This design comes from an exercise in tuning for small area, a short achievable clock period and few clock cycles per item on the open sky130 flow, not from production work.
Function was checked by simulation only, so behaviour that the tests miss may differ from the original.
No activity file was given, so power comes from the tool's default toggle rates.

==> flow/design.v <==
`timescale 1ns/100ps
module Partial_sum_adder (
    input clk,
    input rst_n,
    input [33:0] in_data,
    input in_valid,
    output in_ready,
    output reg [33:0] out_data,
    output reg out_valid
);
parameter adder_number     = 2'b00;
parameter adder3_num       = 2'b10;
parameter WIDTH            = 34;
parameter memb_p_WIDTH     = 8;
parameter threshold        = 16;
parameter PE1_addr         = 4'b0010;
parameter PE2_addr         = 4'b0110;
parameter PE3_addr         = 4'b1010;
parameter Adder_addr       = 4'b0110;
parameter Mem_addr         = 4'b0000;
parameter WR_addr          = 4'b0000;
parameter Out_to_Mem_zeros = 20'b0;
parameter MP_to_Mem_zeros  = 16'b0;
parameter count_number     = 2'b10;
parameter done_signal      = 4'b1111;
parameter mem_p_type       = 2'b10;
parameter output_spike_type= 2'b11;
reg [7:0] partial_PE1, partial_PE2, partial_PE3, membrane_potential;
reg output_spike;
reg [1:0] count;
reg first_time;
reg [1:0] receive_count;
reg [33:0] input_buffer [0:3];  
reg process_start;
integer i;
localparam [1:0] IDLE    = 2'd0,
                 RECEIVE = 2'd1,
                 PROCESS = 2'd2,
                 SEND    = 2'd3;
reg [1:0] current_state, next_state;
assign in_ready = (current_state == RECEIVE);
always @(posedge clk or negedge rst_n) begin
    if (!rst_n) begin
        current_state <= IDLE;
    end else begin
        current_state <= next_state;
    end
end
always @(*) begin
    case (current_state)
        IDLE:     next_state = in_valid ? RECEIVE : IDLE;
        RECEIVE:  next_state = (receive_count == 2'd3 && in_valid) ? PROCESS : RECEIVE;
        PROCESS:  next_state = SEND;
        SEND:     next_state = IDLE;
        default:  next_state = IDLE;
    endcase
end
always @(posedge clk) begin
    if (current_state == RECEIVE && in_valid && in_ready)
        input_buffer[receive_count] <= in_data;
end
always @(posedge clk or negedge rst_n) begin
    if (!rst_n) begin
        receive_count     <= 0;
        process_start     <= 0;
        count             <= 0;
        first_time        <= 0;
        out_valid         <= 0;
        output_spike      <= 0;
        membrane_potential<= 0;
        partial_PE1       <= 0;
        partial_PE2       <= 0;
        partial_PE3       <= 0;
    end else begin
        case (current_state)
            IDLE: begin
                receive_count <= 0;
                out_valid <= 0;
            end
            RECEIVE: begin
                if (in_valid && in_ready) begin
                    receive_count <= receive_count + 1;
                end
            end
            PROCESS: begin
                for (i = 0; i < 4; i = i + 1) begin
                    case (input_buffer[i][33:30])
                        PE1_addr: partial_PE1 = input_buffer[i][7:0];
                        PE2_addr: partial_PE2 = input_buffer[i][7:0];
                        PE3_addr: partial_PE3 = input_buffer[i][7:0];
                        WR_addr: begin
                            if (input_buffer[i][25:24] == mem_p_type)
                                membrane_potential = input_buffer[i][7:0];
                        end
                    endcase
                end
                if (first_time)
                    membrane_potential = membrane_potential + partial_PE1 + partial_PE2 + partial_PE3;
                else
                    membrane_potential = partial_PE1 + partial_PE2 + partial_PE3;
                if (membrane_potential >= threshold) begin
                    output_spike = 1;
                    membrane_potential = membrane_potential - threshold;
                end else begin
                    output_spike = 0;
                end
            end
            SEND: begin
                out_data = {Adder_addr, Mem_addr, mem_p_type, MP_to_Mem_zeros, membrane_potential};
                out_valid <= 1;
                if (output_spike) begin
                    out_data = {Adder_addr, Mem_addr, output_spike_type, Out_to_Mem_zeros, {count, adder_number}};
                end
                if (adder_number == adder3_num) begin
                    out_data = {Adder_addr, Mem_addr, output_spike_type, Out_to_Mem_zeros, done_signal};
                end
                count <= count + 1;
                if (count > count_number) begin
                    count <= 0;
                    first_time <= 1;
                end
            end
        endcase
    end
end
endmodule
==> flow/run.sh <==
#!/bin/bash
# synth_recipe.tcl (not shown) runs the flow's synth.tcl, then flattens the netlist and writes it again
# the make line also repeats each setting of config.mk as NAME=value (left out here)
make -C /OpenROAD-flow-scripts/flow DESIGN_CONFIG=/design/flow/config.mk WORK_HOME=/design/flow/orfs CLKGATE_MAP_FILE= SYNTH_SCRIPT=/design/flow/synth_recipe.tcl finish
==> flow/config.mk <==
export PLATFORM = sky130hd
export DESIGN_NAME = Partial_sum_adder
export DESIGN_NICKNAME = Partial_sum_adder
export VERILOG_FILES = /design/flow/design.v
export SDC_FILE = /design/flow/constraint.sdc
export NUM_CORES = 4
export LEC_CHECK = 0
export CAP_MARGIN = 20
export CORE_MARGIN = 2
export CORE_UTILIZATION = 40
export SLEW_MARGIN = 20
==> flow/constraint.sdc <==
create_clock -name core_clock -period 6.0 [get_ports {clk}]
set_input_delay 1.2000 -clock core_clock [delete_from_list [all_inputs] [get_ports {clk}]]
set_output_delay 1.2000 -clock core_clock [all_outputs]
set_load 0.01 [all_outputs]
==> results.sh <==
export IMPL_status="complete, no violations"
export IMPL_cp_num_buf_inv=1
export IMPL_synth_warnings=1
export IMPL_timing_rr_start="input_buffer[0][30]$_DFFE_PP_"
export IMPL_routedWlPerCell_microns=17.5
export IMPL_path_cells="nor4b_2, mux2i_1, a211oi_1, a21oi_1, nor2_1, a21oi_1, fa_1, fa_1, inv_1, ha_1, fa_1, a211oi_1, o21bai_1, a21oi_1, xnor2_1, xnor2_1, a21o_1, xnor2_2, and2_2, a221o_1"
export IMPL_drive_gt1_frac=0.0882
export IMPL_io_buffers=27
export IMPL_finClkSkew_ps=10.8
export IMPL_dr_first_iter_drc_count=236
export IMPL_synth_top_family_by_area="compound AO/OA/AOI/OAI gates"
export IMPL_synthTopCellsByArea="edfxtp_1, dfrtp_1, a21oi_1, mux2i_1, ha_1"
export IMPL_cts_resized=0
export IMPL_pin_count=73
export IMPL_numCtsBuffers=9
export IMPL_cts_tree="built"
export IMPL_ys_ff_latch=106
export IMPL_cts_num_sinks=106
export IMPL_r2r_cells=20
export IMPL_critPathTopFamily="adder cells"
export IMPL_hold_ws_ps=494
export IMPL_synth_fa_ha_area_frac=0.0954
export IMPL_initial_core_util=0.407
export IMPL_grt_total_usage=0.185
export IMPL_ys_flop_type="edfxtp_1"
export IMPL_slew_viol_final=0
export IMPL_multi_input_area_sq_um=3080
export IMPL_worst_hold_path_num_cells=2
export IMPL_place_gp_congestion=0.882
export IMPL_synth_simple_gate_area_frac=0.136
export IMPL_drt_wl_total_mm=15.1
export IMPL_drc=0
export IMPL_num_vias=4646
export IMPL_maxCapViolations=0
export IMPL_critPathSlowestCell="nor4b_2"
export IMPL_cp_required_ps=6240
export IMPL_cts_setup_buffers=0
export IMPL_fin_setup_tns_ps=0
export IMPL_clockBufferDepth=2
export IMPL_synth_common_cells="nor2_1, a21oi_1, edfxtp_1"
export IMPL_min_to="partial_PE1[6]$_DFFE_PN0N_"
export IMPL_dieArea_sq_um=17100
export IMPL_synth_most_common_cell="nor2_1"
export IMPL_worstSetupPathType="flip-flop to flip-flop"
export IMPL_placed_cell_area_sq_um=6860
export IMPL_period_needed_ps=5510
export IMPL_clkSlewWorstSetupHoldPaths_ps=80
export IMPL_fillerInstances=1468
export IMPL_fin_util=0.454
export IMPL_syn_inst=617
export IMPL_yosysTopAreaCell="edfxtp_1"
export IMPL_worstPathMaxFanout=5
export IMPL_fp_dieH_microns=131
export IMPL_grt_max_degree=43
export IMPL_synth_edff_count=65
export IMPL_syn_to_final_growth_pct=11.4
export IMPL_final_seq_area_sq_um=2980
export IMPL_worstPathArrival_ps=5750
export IMPL_async_flop_share=0.387
export IMPL_min_path_type="flip-flop to flip-flop"
export IMPL_yosysUniqueCellTypes=58
export IMPL_crit_path_start_kind="flip-flop"
export IMPL_grt_ovfl_total=0
export IMPL_via_per_inst=5.39
export IMPL_dr_pass1_iters=5
export IMPL_cts_max_level=3
export IMPL_leakagePower_uw=0.00289
export IMPL_synth_xor_area_share=0.0175
export IMPL_core_area_sq_um=15800
export IMPL_min_period_over_period=0.918
export IMPL_grt_pass1_vias=4382
export IMPL_setup_viol=0
export IMPL_tightest_slew_ps=864
export IMPL_fp_dieW_microns=131
export IMPL_p_per_area_nw_per_um2=376
export IMPL_rr_endpoint="membrane_potential[5]$_DFFE_PN0N_"
export IMPL_rsz0062_at_grt="false"
export IMPL_antenna_cells=0
export IMPL_grt_antenna_before_repair=0
export IMPL_cpPeakStageDelay_ps=670
export IMPL_clock_fmax_mhz=182
export IMPL_r2r_slack_ps=490
export IMPL_synth_seq_area_share=0.464
export IMPL_synth_compound_gate_area_share=0.153
export IMPL_grt_pass1_wl_mm=23.6
export IMPL_ctsHoldBuffers=0
export IMPL_peakVddDrop_mv=0.193
export IMPL_synth_top_area_share=0.304
export IMPL_synthesis_area_sq_um=6420
export IMPL_antenna_left=0
export IMPL_clockRootBuffer="clkbuf_16"
export IMPL_hold_viol=0
export IMPL_nets=718
export IMPL_crit_path_end_kind="flip-flop"
export IMPL_dpl_hpwl_mm=10.9
export IMPL_syn_area_per_cell_sq_um=10.4
export IMPL_clk_latency_ps=360
export IMPL_total_power_uw=2690
export IMPL_finalInstanceArea_sq_um=7150
export IMPL_muxShareOfSynthArea=0.0637
export IMPL_row_count=46
export IMPL_hp_start="partial_PE1[6]$_DFFE_PN0N_"
export IMPL_max_slew_margin=0.424
==> registers in the layout, summed over array words and instances (netlist names), 2 cells and up, named ones only <==
register / count
partial_PE1: 8
receive_count: 2
out_data: 9
count: 2
membrane_potential: 8
partial_PE3: 8
partial_PE2: 8
input_buffer: 56
==> placed cells by master (no fill, tap or decap), types with 5 or more instances in the layout <==
cell and n:
buf_4 18, nor2b_1 7, a21oi_1 70, o21ai_0 33, mux2i_1 33, fa_1 15, nand2b_1 7, ha_1 25
inv_1 35, xnor2_1 9, conb_1 25, clkdlybuf4s50_1 26, nor2_1 73, clkbuf_16 9, a21o_1 6, mux2_2 7
and3_1 5, a211oi_1 31, edfxtp_1 65, dfrtp_1 41, nand2_1 40
==> kinds of logic after synthesis <==
group	after synthesis
AO/OA/AOI/OAI	161
XOR/XNOR	12
adder cells (fa/ha/maj)	40
buffers and inverters	90
flip-flops	106
multiplexers	40
other	2
AND/OR/NAND/NOR	166
==> layout make-up <==
class | instances | share of cell area
repair buffers | 44 | 0.0553
inverters | 36 | 0.0189
clock buffers | 9 | 0.0315
flip-flops and latches | 106 | 0.416
multi-input cells | 444 | 0.431
clock inverters | 7 | 0.00927
well taps | 216 | 0.0378
==> tightest hold or removal path, cell delays in order, from the launching register on <==
cell and delay [ps]:
dfrtp_1 360, nand2_1 50, o21ai_0 60
==> where the power goes <==
part	switching, uW	internal [uW]	total, uW
Combinational	624	476	1100
Clock	293	293	586
Sequential	103	899	1000
==> metrics by stage <==
step	worst slack (ps)	std cells
floorplan	906	640
global placement	521	846
detailed placement	493	846
CTS	461	862
global route	83.1	862
finish	494	862
==> per-layer routing <==
layer | share of wire | track usage | routed length [microns]
met2 | 0.49 | 0.308 | 7360
met1 | 0.44 | 0.241 | 6680
met4 | 0.028 | 0.0795 | 422
met5 | 0 | 0 | 0
met3 | 0.040 | 0.0314 | 607
==> worst max path at each step <==
stage / start / cells after the start / slack, ps / endpoint
5_1_grt: input_buffer[0][30]$_DFFE_PP_ / 22 / 80 / membrane_potential[4]$_DFFE_PN0N_
3_3_place_gp: input_buffer[0][30]$_DFFE_PP_ / 20 / 520 / membrane_potential[4]$_DFFE_PN0N_
6_report: input_buffer[0][30]$_DFFE_PP_ / 20 / 490 / membrane_potential[5]$_DFFE_PN0N_
4_1_cts: input_buffer[0][30]$_DFFE_PP_ / 20 / 460 / membrane_potential[5]$_DFFE_PN0N_
2_1_floorplan: input_buffer[1][30]$_DFFE_PP_ / 21 / 910 / membrane_potential[4]$_DFFE_PN0N_
3_5_place_dp: input_buffer[0][30]$_DFFE_PP_ / 20 / 490 / membrane_potential[5]$_DFFE_PN0N_
Testbench counts, summed over its fixed seeds: cycles 2,688, items 384.

[what the ideal ports hide]
Ports are ideal in the flow. The routed layout listed here was re-timed in OpenROAD. Step 1 assumes that a clkbuf_16 drives the clock port and a buf_2 every other input. Step 2 times the ports against the registers' clock, not the clock port: input delays grow and output delays shrink by t, the midpoint of the rising clock arrivals with the driver on. Three values: ideal, step 1, step 2; two values: the first two.
t, ns: 0.387
setup slack, ns: 0.494 / 0.494 / 0.494
worst setup path at the end: register to register
clock arrival spread, ns: 0.011 / 0.011
worst slew at a driven data input, ns: 0.03
After both steps setup and hold are still met in this run. The setup slack of this run moves by 0.000 ns with the drivers and by 0.000 ns with both steps.
